What follows belongs to an exercise in optimizing a design on an open flow for small area and few clock cycles; a production flow would make more cautious choices. Where RTL was checked, it was by simulation tests only, not by an equivalence proof against the original.

==> run P <==
// lae
module  lae  ( start , inp1, inp2, inp3, inp4, key1, key2, key3, key4, nonce, Ain, Min, last, ck , outc, cout1, cout2, cout3, cout4, final_o, Tout1, Tout2, Tout3, Tout4, getdata) ;
input   start ;
input    [9:0]  inp1;
input    [9:0]  inp2;
input    [9:0]  inp3;
input    [9:0]  inp4;
input    [79:0]  key1;
input    [79:0]  key2;
input    [79:0]  key3;
input    [79:0]  key4;
input    [39:0]  nonce;
input    ck ;  
input    Ain ;
input    Min ;
input    last ;
output    outc ;
output    final_o;
output    [9:0] cout1 ;
output    [9:0] cout2 ;
output    [9:0] cout3 ;
output    [9:0] cout4 ;
output    [79:0] Tout1 ;   
output    [79:0] Tout2 ;
output    [79:0] Tout3 ;
output    [79:0] Tout4 ;
output    getdata;
wire    init ;
wire    getdata ;
wire    getdata0 ;
wire    outc ;
wire    final_o ;
wire    [4:0]   rcon;
lae_control  u_control  (
  .start   ( start   ) ,
  .ck      ( ck      ) ,
  .Ain     ( Ain     ) ,
  .Min     ( Min     ) ,
  .last    ( last    ) ,
  .init    ( init    ) ,
  .getdata ( getdata ) ,
  .getdata0( getdata0) ,
  .outc    ( outc    ) ,
  .final_o   ( final_o   ) ,
  .rcon    (rcon     )
) ;
lae_comb  u_comb  (
  .ck      ( ck       ), 
  .inp1    ( inp1     ), 
  .inp2    ( inp2     ), 
  .inp3    ( inp3     ), 
  .inp4    ( inp4     ), 
  .key1    ( key1     ),
  .key2    ( key2     ),
  .key3    ( key3     ),
  .key4    ( key4     ),
  .nonce   ( nonce    ), 
  .init    ( init     ) ,
  .getdata ( getdata  ) ,
  .getdata0( getdata0 ) ,
  .outc    ( outc     ) ,
  .final_o   ( final_o    ) ,
  .rcon    (rcon      ),
  .c1      (cout1     ),
  .c2      (cout2     ),
  .c3      (cout3     ),
  .c4      (cout4     ),
  .T1      (Tout1     ),
  .T2      (Tout2     ),
  .T3      (Tout3     ),
  .T4      (Tout4     )
) ;
endmodule
==> module sbox_1, before the edit <==
module sbox_1 ( a2, a3, a4, y);
input [0:4] a2, a3, a4;
output [0:4] y;
wire [0:4] b = a2 ^ a3 ^ a4;
wire q10 = b[1] & b[0];
wire q20 = b[2] & b[0];
wire q21 = b[2] & b[1];
wire q30 = b[3] & b[0];
wire q31 = b[3] & b[1];
wire q32 = b[3] & b[2];
wire q40 = b[4] & b[0];
wire q41 = b[4] & b[1];
wire q42 = b[4] & b[2];
wire q43 = b[4] & b[3];
assign y = {(((q32^q41)^(q30^q20))^((a2[3]^a2[2])^a2[1])), (((q42^q32)^(q31^q21))^(a2[3]^a2[0])), (((q42^q32)^(q40^q10))^(a2[1]^a2[0])), (((q43^q21)^(q40^q20))^a2[0]), ~(((q42^q30)^(a2[4]^a2[1])))};
endmodule
==> module sbox_2, before the edit <==
module sbox_2 ( a1, a3, a4, y);
input [0:4] a1, a3, a4;
output [0:4] y;
wire [0:4] c = a3 ^ a4;
wire [0:4] d = a1 ^ c;
wire t10 = (a1[1] & d[0]) ^ (a1[0] & c[1]);
wire t20 = (a1[2] & d[0]) ^ (a1[0] & c[2]);
wire t21 = (a1[2] & d[1]) ^ (a1[1] & c[2]);
wire t30 = (a1[3] & d[0]) ^ (a1[0] & c[3]);
wire t31 = (a1[3] & d[1]) ^ (a1[1] & c[3]);
wire t32 = (a1[3] & d[2]) ^ (a1[2] & c[3]);
wire t40 = (a1[4] & d[0]) ^ (a1[0] & c[4]);
wire t41 = (a1[4] & d[1]) ^ (a1[1] & c[4]);
wire t42 = (a1[4] & d[2]) ^ (a1[2] & c[4]);
wire t43 = (a1[4] & d[3]) ^ (a1[3] & c[4]);
assign y = {(((t32^t41)^(t30^t20))^((a3[3]^a3[2])^a3[1])), (((t42^t32)^(t31^t21))^(a3[3]^a3[0])), (((t42^t32)^(t40^t10))^(a3[1]^a3[0])), (((t43^t21)^(t40^t20))^a3[0]), ((t42^t30)^(a3[4]^a3[1]))};
endmodule
==> module sbox_3, before the edit <==
module sbox_3 ( a1, a2, a4, y);
input [0:4] a1, a2, a4;
output [0:4] y;
wire u10 = (a1[1] & a2[0]) ^ (a1[0] & a2[1]);
wire u20 = (a1[2] & a2[0]) ^ (a1[0] & a2[2]);
wire u21 = (a1[2] & a2[1]) ^ (a1[1] & a2[2]);
wire u30 = (a1[3] & a2[0]) ^ (a1[0] & a2[3]);
wire u31 = (a1[3] & a2[1]) ^ (a1[1] & a2[3]);
wire u32 = (a1[3] & a2[2]) ^ (a1[2] & a2[3]);
wire u40 = (a1[4] & a2[0]) ^ (a1[0] & a2[4]);
wire u41 = (a1[4] & a2[1]) ^ (a1[1] & a2[4]);
wire u42 = (a1[4] & a2[2]) ^ (a1[2] & a2[4]);
wire u43 = (a1[4] & a2[3]) ^ (a1[3] & a2[4]);
assign y = {(((u32^u41)^(u30^u20))^((a4[3]^a4[2])^a4[1])), (((u42^u32)^(u31^u21))^(a4[3]^a4[0])), (((u42^u32)^(u40^u10))^(a4[1]^a4[0])), (((u43^u21)^(u40^u20))^a4[0]), ((u42^u30)^(a4[4]^a4[1]))};
endmodule
clock: 6.0 ns
lec_check: 0
cap_margin: 20
core_margin: 2
core_utilization: 40
slew_margin: 20
standard.sh (not shown) runs the stock make flow with config.mk's settings and CLKGATE_MAP_FILE= SYNTH_SCRIPT=/design/flow/synth_recipe.tcl, a recipe that flattens the netlist after the stock synthesis.
==> flow/flow/run.sh <==
#!/bin/bash
# Own layout flow: the standard flow (standard.sh), with
#  - synthesis: the standard synthesis script, but with an area-oriented abc
#    script (flow/area.abc) for the technology mapping;
#  - port buffers: the smallest buffer (buf_1) instead of clkdlybuf4s50_1;
#  - CTS: no dummy loads.
# Each tool's log is under orfs/logs/; make's output goes to flow_make.log.
set -euo pipefail
W=$(pwd)
sed "s#@ABC@#$W/flow/area.abc#" flow/abc_proc.tcl > "$W/own_synth.tcl"
cat synth_recipe.tcl >> "$W/own_synth.tcl"
sed "s#SYNTH_SCRIPT=[^ ]*#SYNTH_SCRIPT=$W/own_synth.tcl#" standard.sh > "$W/own_standard.sh"
grep -q "SYNTH_SCRIPT=$W/own_synth.tcl" "$W/own_standard.sh"
export BUFFER_PORTS_ARGS="-buffer_cell sky130_fd_sc_hd__buf_1"
export CTS_ARGS="-sink_clustering_enable -repair_clock_nets -dont_use_dummy_load"
bash "$W/own_standard.sh" > "$W/flow_make.log" 2>&1
==> flow/flow/abc_proc.tcl <==
# Area-oriented technology mapping: every abc call of the standard synthesis
# script runs flow/area.abc in place of the ORFS script it names.
proc abc {args} {
  set i [lsearch -exact $args -script]
  if { $i >= 0 } {
    set args [lreplace $args [expr { $i + 1 }] [expr { $i + 1 }] {@ABC@}]
  }
  puts "abc (area script): $args"
  yosys abc {*}$args
}
==> flow/flow/area.abc <==
strash
balance; rewrite; refactor; balance; rewrite; rewrite -z; balance; refactor -z; rewrite -z; balance
balance; rewrite; refactor; balance; rewrite; rewrite -z; balance; refactor -z; rewrite -z; balance
dch
amap
==> run F: changes against run P <==
--- a/flow/design.v
+++ b/flow/design.v
@@ -75,3 +75,23 @@
 wire q43 = b[4] & b[3];
-assign y = {(((q32^q41)^(q30^q20))^((a2[3]^a2[2])^a2[1])), (((q42^q32)^(q31^q21))^(a2[3]^a2[0])), (((q42^q32)^(q40^q10))^(a2[1]^a2[0])), (((q43^q21)^(q40^q20))^a2[0]), ~(((q42^q30)^(a2[4]^a2[1])))};
+wire s15 = q30 ^ a2[1];
+wire s16 = q41 ^ a2[2];
+wire s17 = q32 ^ q42;
+wire s18 = q21 ^ q43;
+wire s19 = a2[0] ^ s17;
+wire s20 = q20 ^ s18;
+wire s21 = a2[3] ^ s16;
+wire s22 = q10 ^ q40;
+wire s23 = q42 ^ a2[4];
+wire s24 = q20 ^ s15;
+wire s25 = a2[3] ^ s19;
+wire s26 = q32 ^ s21;
+wire s27 = q31 ^ s25;
+wire s28 = s24 ^ s26;
+wire s29 = a2[1] ^ s22;
+wire s30 = q40 ^ a2[0];
+wire s31 = s19 ^ s29;
+wire s32 = s15 ^ s23;
+wire s33 = q21 ^ s27;
+wire s34 = s20 ^ s30;
+assign y = {s28, s33, s31, s34, ~s32};
 endmodule
@@ -92,3 +112,23 @@
 wire t43 = (a1[4] & d[3]) ^ (a1[3] & c[4]);
-assign y = {(((t32^t41)^(t30^t20))^((a3[3]^a3[2])^a3[1])), (((t42^t32)^(t31^t21))^(a3[3]^a3[0])), (((t42^t32)^(t40^t10))^(a3[1]^a3[0])), (((t43^t21)^(t40^t20))^a3[0]), ((t42^t30)^(a3[4]^a3[1]))};
+wire s15 = t30 ^ a3[1];
+wire s16 = t41 ^ a3[2];
+wire s17 = t32 ^ t42;
+wire s18 = t21 ^ t43;
+wire s19 = a3[0] ^ s17;
+wire s20 = t20 ^ s18;
+wire s21 = a3[3] ^ s16;
+wire s22 = t10 ^ t40;
+wire s23 = t42 ^ a3[4];
+wire s24 = t20 ^ s15;
+wire s25 = a3[3] ^ s19;
+wire s26 = t32 ^ s21;
+wire s27 = t31 ^ s25;
+wire s28 = s24 ^ s26;
+wire s29 = a3[1] ^ s22;
+wire s30 = t40 ^ a3[0];
+wire s31 = s19 ^ s29;
+wire s32 = s15 ^ s23;
+wire s33 = t21 ^ s27;
+wire s34 = s20 ^ s30;
+assign y = {s28, s33, s31, s34, s32};
 endmodule
@@ -107,3 +147,23 @@
 wire u43 = (a1[4] & a2[3]) ^ (a1[3] & a2[4]);
-assign y = {(((u32^u41)^(u30^u20))^((a4[3]^a4[2])^a4[1])), (((u42^u32)^(u31^u21))^(a4[3]^a4[0])), (((u42^u32)^(u40^u10))^(a4[1]^a4[0])), (((u43^u21)^(u40^u20))^a4[0]), ((u42^u30)^(a4[4]^a4[1]))};
+wire s15 = u30 ^ a4[1];
+wire s16 = u41 ^ a4[2];
+wire s17 = u32 ^ u42;
+wire s18 = u21 ^ u43;
+wire s19 = a4[0] ^ s17;
+wire s20 = u20 ^ s18;
+wire s21 = a4[3] ^ s16;
+wire s22 = u10 ^ u40;
+wire s23 = u42 ^ a4[4];
+wire s24 = u20 ^ s15;
+wire s25 = a4[3] ^ s19;
+wire s26 = u32 ^ s21;
+wire s27 = u31 ^ s25;
+wire s28 = s24 ^ s26;
+wire s29 = a4[1] ^ s22;
+wire s30 = u40 ^ a4[0];
+wire s31 = s19 ^ s29;
+wire s32 = s15 ^ s23;
+wire s33 = u21 ^ s27;
+wire s34 = s20 ^ s30;
+assign y = {s28, s33, s31, s34, s32};
 endmodule
GPL_TIMING_DRIVEN = 0   (was not set)
==> run Z: changes against run P <==
--- a/flow/design.v
+++ b/flow/design.v
@@ -64,3 +64,3 @@
 output [0:4] y;
-wire [0:4] b = a2 ^ a3 ^ a4;
+wire [0:4] b = a2 ^ (a3 ^ a4);
 wire q10 = b[1] & b[0];
@@ -75,3 +75,23 @@
 wire q43 = b[4] & b[3];
-assign y = {(((q32^q41)^(q30^q20))^((a2[3]^a2[2])^a2[1])), (((q42^q32)^(q31^q21))^(a2[3]^a2[0])), (((q42^q32)^(q40^q10))^(a2[1]^a2[0])), (((q43^q21)^(q40^q20))^a2[0]), ~(((q42^q30)^(a2[4]^a2[1])))};
+wire s15 = q30 ^ a2[1];
+wire s16 = q41 ^ a2[2];
+wire s17 = q32 ^ q42;
+wire s18 = q21 ^ q43;
+wire s19 = a2[0] ^ s17;
+wire s20 = q20 ^ s18;
+wire s21 = a2[3] ^ s16;
+wire s22 = q10 ^ q40;
+wire s23 = q42 ^ a2[4];
+wire s24 = q20 ^ s15;
+wire s25 = a2[3] ^ s19;
+wire s26 = q32 ^ s21;
+wire s27 = q31 ^ s25;
+wire s28 = s24 ^ s26;
+wire s29 = a2[1] ^ s22;
+wire s30 = q40 ^ a2[0];
+wire s31 = s19 ^ s29;
+wire s32 = s15 ^ s23;
+wire s33 = q21 ^ s27;
+wire s34 = s20 ^ s30;
+assign y = {s28, s33, s31, s34, ~s32};
 endmodule
@@ -92,3 +112,23 @@
 wire t43 = (a1[4] & d[3]) ^ (a1[3] & c[4]);
-assign y = {(((t32^t41)^(t30^t20))^((a3[3]^a3[2])^a3[1])), (((t42^t32)^(t31^t21))^(a3[3]^a3[0])), (((t42^t32)^(t40^t10))^(a3[1]^a3[0])), (((t43^t21)^(t40^t20))^a3[0]), ((t42^t30)^(a3[4]^a3[1]))};
+wire s15 = t30 ^ a3[1];
+wire s16 = t41 ^ a3[2];
+wire s17 = t32 ^ t42;
+wire s18 = t21 ^ t43;
+wire s19 = a3[0] ^ s17;
+wire s20 = t20 ^ s18;
+wire s21 = a3[3] ^ s16;
+wire s22 = t10 ^ t40;
+wire s23 = t42 ^ a3[4];
+wire s24 = t20 ^ s15;
+wire s25 = a3[3] ^ s19;
+wire s26 = t32 ^ s21;
+wire s27 = t31 ^ s25;
+wire s28 = s24 ^ s26;
+wire s29 = a3[1] ^ s22;
+wire s30 = t40 ^ a3[0];
+wire s31 = s19 ^ s29;
+wire s32 = s15 ^ s23;
+wire s33 = t21 ^ s27;
+wire s34 = s20 ^ s30;
+assign y = {s28, s33, s31, s34, s32};
 endmodule
@@ -107,3 +147,23 @@
 wire u43 = (a1[4] & a2[3]) ^ (a1[3] & a2[4]);
-assign y = {(((u32^u41)^(u30^u20))^((a4[3]^a4[2])^a4[1])), (((u42^u32)^(u31^u21))^(a4[3]^a4[0])), (((u42^u32)^(u40^u10))^(a4[1]^a4[0])), (((u43^u21)^(u40^u20))^a4[0]), ((u42^u30)^(a4[4]^a4[1]))};
+wire s15 = u30 ^ a4[1];
+wire s16 = u41 ^ a4[2];
+wire s17 = u32 ^ u42;
+wire s18 = u21 ^ u43;
+wire s19 = a4[0] ^ s17;
+wire s20 = u20 ^ s18;
+wire s21 = a4[3] ^ s16;
+wire s22 = u10 ^ u40;
+wire s23 = u42 ^ a4[4];
+wire s24 = u20 ^ s15;
+wire s25 = a4[3] ^ s19;
+wire s26 = u32 ^ s21;
+wire s27 = u31 ^ s25;
+wire s28 = s24 ^ s26;
+wire s29 = a4[1] ^ s22;
+wire s30 = u40 ^ a4[0];
+wire s31 = s19 ^ s29;
+wire s32 = s15 ^ s23;
+wire s33 = u21 ^ s27;
+wire s34 = s20 ^ s30;
+assign y = {s28, s33, s31, s34, s32};
 endmodule
--- a/flow/flow/run.sh
+++ b/flow/flow/run.sh
@@ -5,3 +5,3 @@
 #  - port buffers: the smallest buffer (buf_1) instead of clkdlybuf4s50_1;
-#  - CTS: no dummy loads.
+#  - CTS: no dummy loads, small clock buffers.
 # Each tool's log is under orfs/logs/; make's output goes to flow_make.log.
@@ -14,3 +14,3 @@
 export BUFFER_PORTS_ARGS="-buffer_cell sky130_fd_sc_hd__buf_1"
-export CTS_ARGS="-sink_clustering_enable -repair_clock_nets -dont_use_dummy_load"
+export CTS_ARGS="-sink_clustering_enable -repair_clock_nets -dont_use_dummy_load -buf_list {sky130_fd_sc_hd__clkbuf_4}"
 bash "$W/own_standard.sh" > "$W/flow_make.log" 2>&1
--- a/flow/flow/area.abc
+++ b/flow/flow/area.abc
@@ -4,2 +4,2 @@
 dch
-amap
+amap -F 4 -A 8
CAP_MARGIN = 10   (was 20)
CORE_UTILIZATION = 60   (was 40)
PLACE_DENSITY = 0.66   (was not set)
SLEW_MARGIN = 10   (was 20)
==> run D: changes against run P <==
--- a/flow/design.v
+++ b/flow/design.v
@@ -64,3 +64,3 @@
 output [0:4] y;
-wire [0:4] b = a2 ^ a3 ^ a4;
+wire [0:4] b = a2 ^ (a3 ^ a4);
 wire q10 = b[1] & b[0];
@@ -75,3 +75,23 @@
 wire q43 = b[4] & b[3];
-assign y = {(((q32^q41)^(q30^q20))^((a2[3]^a2[2])^a2[1])), (((q42^q32)^(q31^q21))^(a2[3]^a2[0])), (((q42^q32)^(q40^q10))^(a2[1]^a2[0])), (((q43^q21)^(q40^q20))^a2[0]), ~(((q42^q30)^(a2[4]^a2[1])))};
+wire s15 = q30 ^ a2[1];
+wire s16 = q41 ^ a2[2];
+wire s17 = q32 ^ q42;
+wire s18 = q21 ^ q43;
+wire s19 = a2[0] ^ s17;
+wire s20 = q20 ^ s18;
+wire s21 = a2[3] ^ s16;
+wire s22 = q10 ^ q40;
+wire s23 = q42 ^ a2[4];
+wire s24 = q20 ^ s15;
+wire s25 = a2[3] ^ s19;
+wire s26 = q32 ^ s21;
+wire s27 = q31 ^ s25;
+wire s28 = s24 ^ s26;
+wire s29 = a2[1] ^ s22;
+wire s30 = q40 ^ a2[0];
+wire s31 = s19 ^ s29;
+wire s32 = s15 ^ s23;
+wire s33 = q21 ^ s27;
+wire s34 = s20 ^ s30;
+assign y = {s28, s33, s31, s34, ~s32};
 endmodule
@@ -92,3 +112,23 @@
 wire t43 = (a1[4] & d[3]) ^ (a1[3] & c[4]);
-assign y = {(((t32^t41)^(t30^t20))^((a3[3]^a3[2])^a3[1])), (((t42^t32)^(t31^t21))^(a3[3]^a3[0])), (((t42^t32)^(t40^t10))^(a3[1]^a3[0])), (((t43^t21)^(t40^t20))^a3[0]), ((t42^t30)^(a3[4]^a3[1]))};
+wire s15 = t30 ^ a3[1];
+wire s16 = t41 ^ a3[2];
+wire s17 = t32 ^ t42;
+wire s18 = t21 ^ t43;
+wire s19 = a3[0] ^ s17;
+wire s20 = t20 ^ s18;
+wire s21 = a3[3] ^ s16;
+wire s22 = t10 ^ t40;
+wire s23 = t42 ^ a3[4];
+wire s24 = t20 ^ s15;
+wire s25 = a3[3] ^ s19;
+wire s26 = t32 ^ s21;
+wire s27 = t31 ^ s25;
+wire s28 = s24 ^ s26;
+wire s29 = a3[1] ^ s22;
+wire s30 = t40 ^ a3[0];
+wire s31 = s19 ^ s29;
+wire s32 = s15 ^ s23;
+wire s33 = t21 ^ s27;
+wire s34 = s20 ^ s30;
+assign y = {s28, s33, s31, s34, s32};
 endmodule
@@ -107,3 +147,23 @@
 wire u43 = (a1[4] & a2[3]) ^ (a1[3] & a2[4]);
-assign y = {(((u32^u41)^(u30^u20))^((a4[3]^a4[2])^a4[1])), (((u42^u32)^(u31^u21))^(a4[3]^a4[0])), (((u42^u32)^(u40^u10))^(a4[1]^a4[0])), (((u43^u21)^(u40^u20))^a4[0]), ((u42^u30)^(a4[4]^a4[1]))};
+wire s15 = u30 ^ a4[1];
+wire s16 = u41 ^ a4[2];
+wire s17 = u32 ^ u42;
+wire s18 = u21 ^ u43;
+wire s19 = a4[0] ^ s17;
+wire s20 = u20 ^ s18;
+wire s21 = a4[3] ^ s16;
+wire s22 = u10 ^ u40;
+wire s23 = u42 ^ a4[4];
+wire s24 = u20 ^ s15;
+wire s25 = a4[3] ^ s19;
+wire s26 = u32 ^ s21;
+wire s27 = u31 ^ s25;
+wire s28 = s24 ^ s26;
+wire s29 = a4[1] ^ s22;
+wire s30 = u40 ^ a4[0];
+wire s31 = s19 ^ s29;
+wire s32 = s15 ^ s23;
+wire s33 = u21 ^ s27;
+wire s34 = s20 ^ s30;
+assign y = {s28, s33, s31, s34, s32};
 endmodule
--- a/flow/flow/run.sh
+++ b/flow/flow/run.sh
@@ -5,3 +5,3 @@
 #  - port buffers: the smallest buffer (buf_1) instead of clkdlybuf4s50_1;
-#  - CTS: no dummy loads.
+#  - CTS: no dummy loads, small clock buffers.
 # Each tool's log is under orfs/logs/; make's output goes to flow_make.log.
@@ -14,3 +14,3 @@
 export BUFFER_PORTS_ARGS="-buffer_cell sky130_fd_sc_hd__buf_1"
-export CTS_ARGS="-sink_clustering_enable -repair_clock_nets -dont_use_dummy_load"
+export CTS_ARGS="-sink_clustering_enable -repair_clock_nets -dont_use_dummy_load -buf_list {sky130_fd_sc_hd__clkbuf_4}"
 bash "$W/own_standard.sh" > "$W/flow_make.log" 2>&1
--- a/flow/flow/area.abc
+++ b/flow/flow/area.abc
@@ -4,2 +4,2 @@
 dch
-amap
+amap -F 4 -A 8
CAP_MARGIN = 10   (was 20)
CORE_UTILIZATION = 55   (was 40)
SLEW_MARGIN = 10   (was 20)
==> impl_metrics.yaml <==
worst_setup_path:
  regToRegEndpoint: "u_comb.state2[4]"
run_status:
  run_status: "finished clean"
clocking:
  htreeDepth: 4
  total_setup_buffers_inserted_after_cts: 0
The numbers above come from run Z.

==> impl_metrics.yaml <==
sta:
  worst_slack_ns: 0.545
  finalCriticalPeriod_ns: 5.46
run_status:
  run_status: "finished clean"
grt:
  globalRouteTotalUtil: 0.477
synth:
  yosysWarnings: 2
clocking:
  htreeDepth: 4
  total_setup_buffers_inserted_after_cts: 0
layout:
  layout.cells.most_common: "sky130_fd_sc_hd__nor2_1"
The numbers above come from run D.

==> impl_metrics.yaml <==
run_status:
  run_status: "finished clean"
grt:
  grt_util_met2: 0.616
clocking:
  total_setup_buffers_inserted_after_cts: 0
  htreeDepth: 3
worst_setup_path:
  regToRegEndpoint: "u_comb.state2[2]"
layout:
  non_clock_buffer_count: 1290
The numbers above come from run P.

==> impl_metrics.yaml <==
run_status:
  run_status: "complete, but fails checks"
  layout.failed_checks: "negative setup slack"
clocking:
  total_setup_buffers_inserted_after_cts: 2
  htreeDepth: 3
sta:
  worst_slack_ns: -0.0565
  endpoints_failing_setup: 3
synth:
  ys_seq_elements: 646
layout:
  multi_in_gates: 8550
worst_setup_path:
  regToRegEndpoint: "u_comb.state1[126]"
The numbers above come from run F.

Testbench counts of run P, summed over its fixed seeds: cycles 15,253.
Testbench counts of run Z, summed over its fixed seeds: cycles 15,253.
Testbench counts of run D, summed over its fixed seeds: cycles 15,253.
Only the layout flow was run in run F; the RTL was not checked for function there.

==> port drivers added, routing unchanged <==
Ports are ideal in the flow. The routed layouts listed here were re-timed in OpenROAD. Step 1 sets driving cells, clkbuf_16 on the clock port and buf_2 on the other inputs (assumed; they add their load-dependent delay and slew). Step 2 adds t to the input delays and takes it off the output delays; t is the mean of the earliest and latest rising clock arrival at the registers after step 1. Input paths then give back, and output paths get back, about the clock's delay inside the block. Three values: ideal ports, drivers, drivers and shift; two values: the first two.
| run | t (ns) | slack for setup (ns) | hold WS [ns] |
|---|---|---|---|
| run P | 0.778 | 0.294 / 0.294 / -0.295 | 0.521 / 0.521 / 0.521 |
| run F | 0.759 | -0.057 / -0.016 / -0.775 | 0.529 / 0.529 / 0.529 |
| run Z | 1.208 | 0.554 / 0.483 / -0.394 | 0.381 / 0.486 / 0.505 |
| run D | 1.221 | 0.545 / 0.478 / -0.387 | 0.496 / 0.496 / 0.496 |
With both steps, setup timing fails in run P, run Z and run D, where it was met with ideal ports. The setup slack of run Z, which loses most, moves by -0.071 ns with the drivers and by -0.948 ns with both steps.
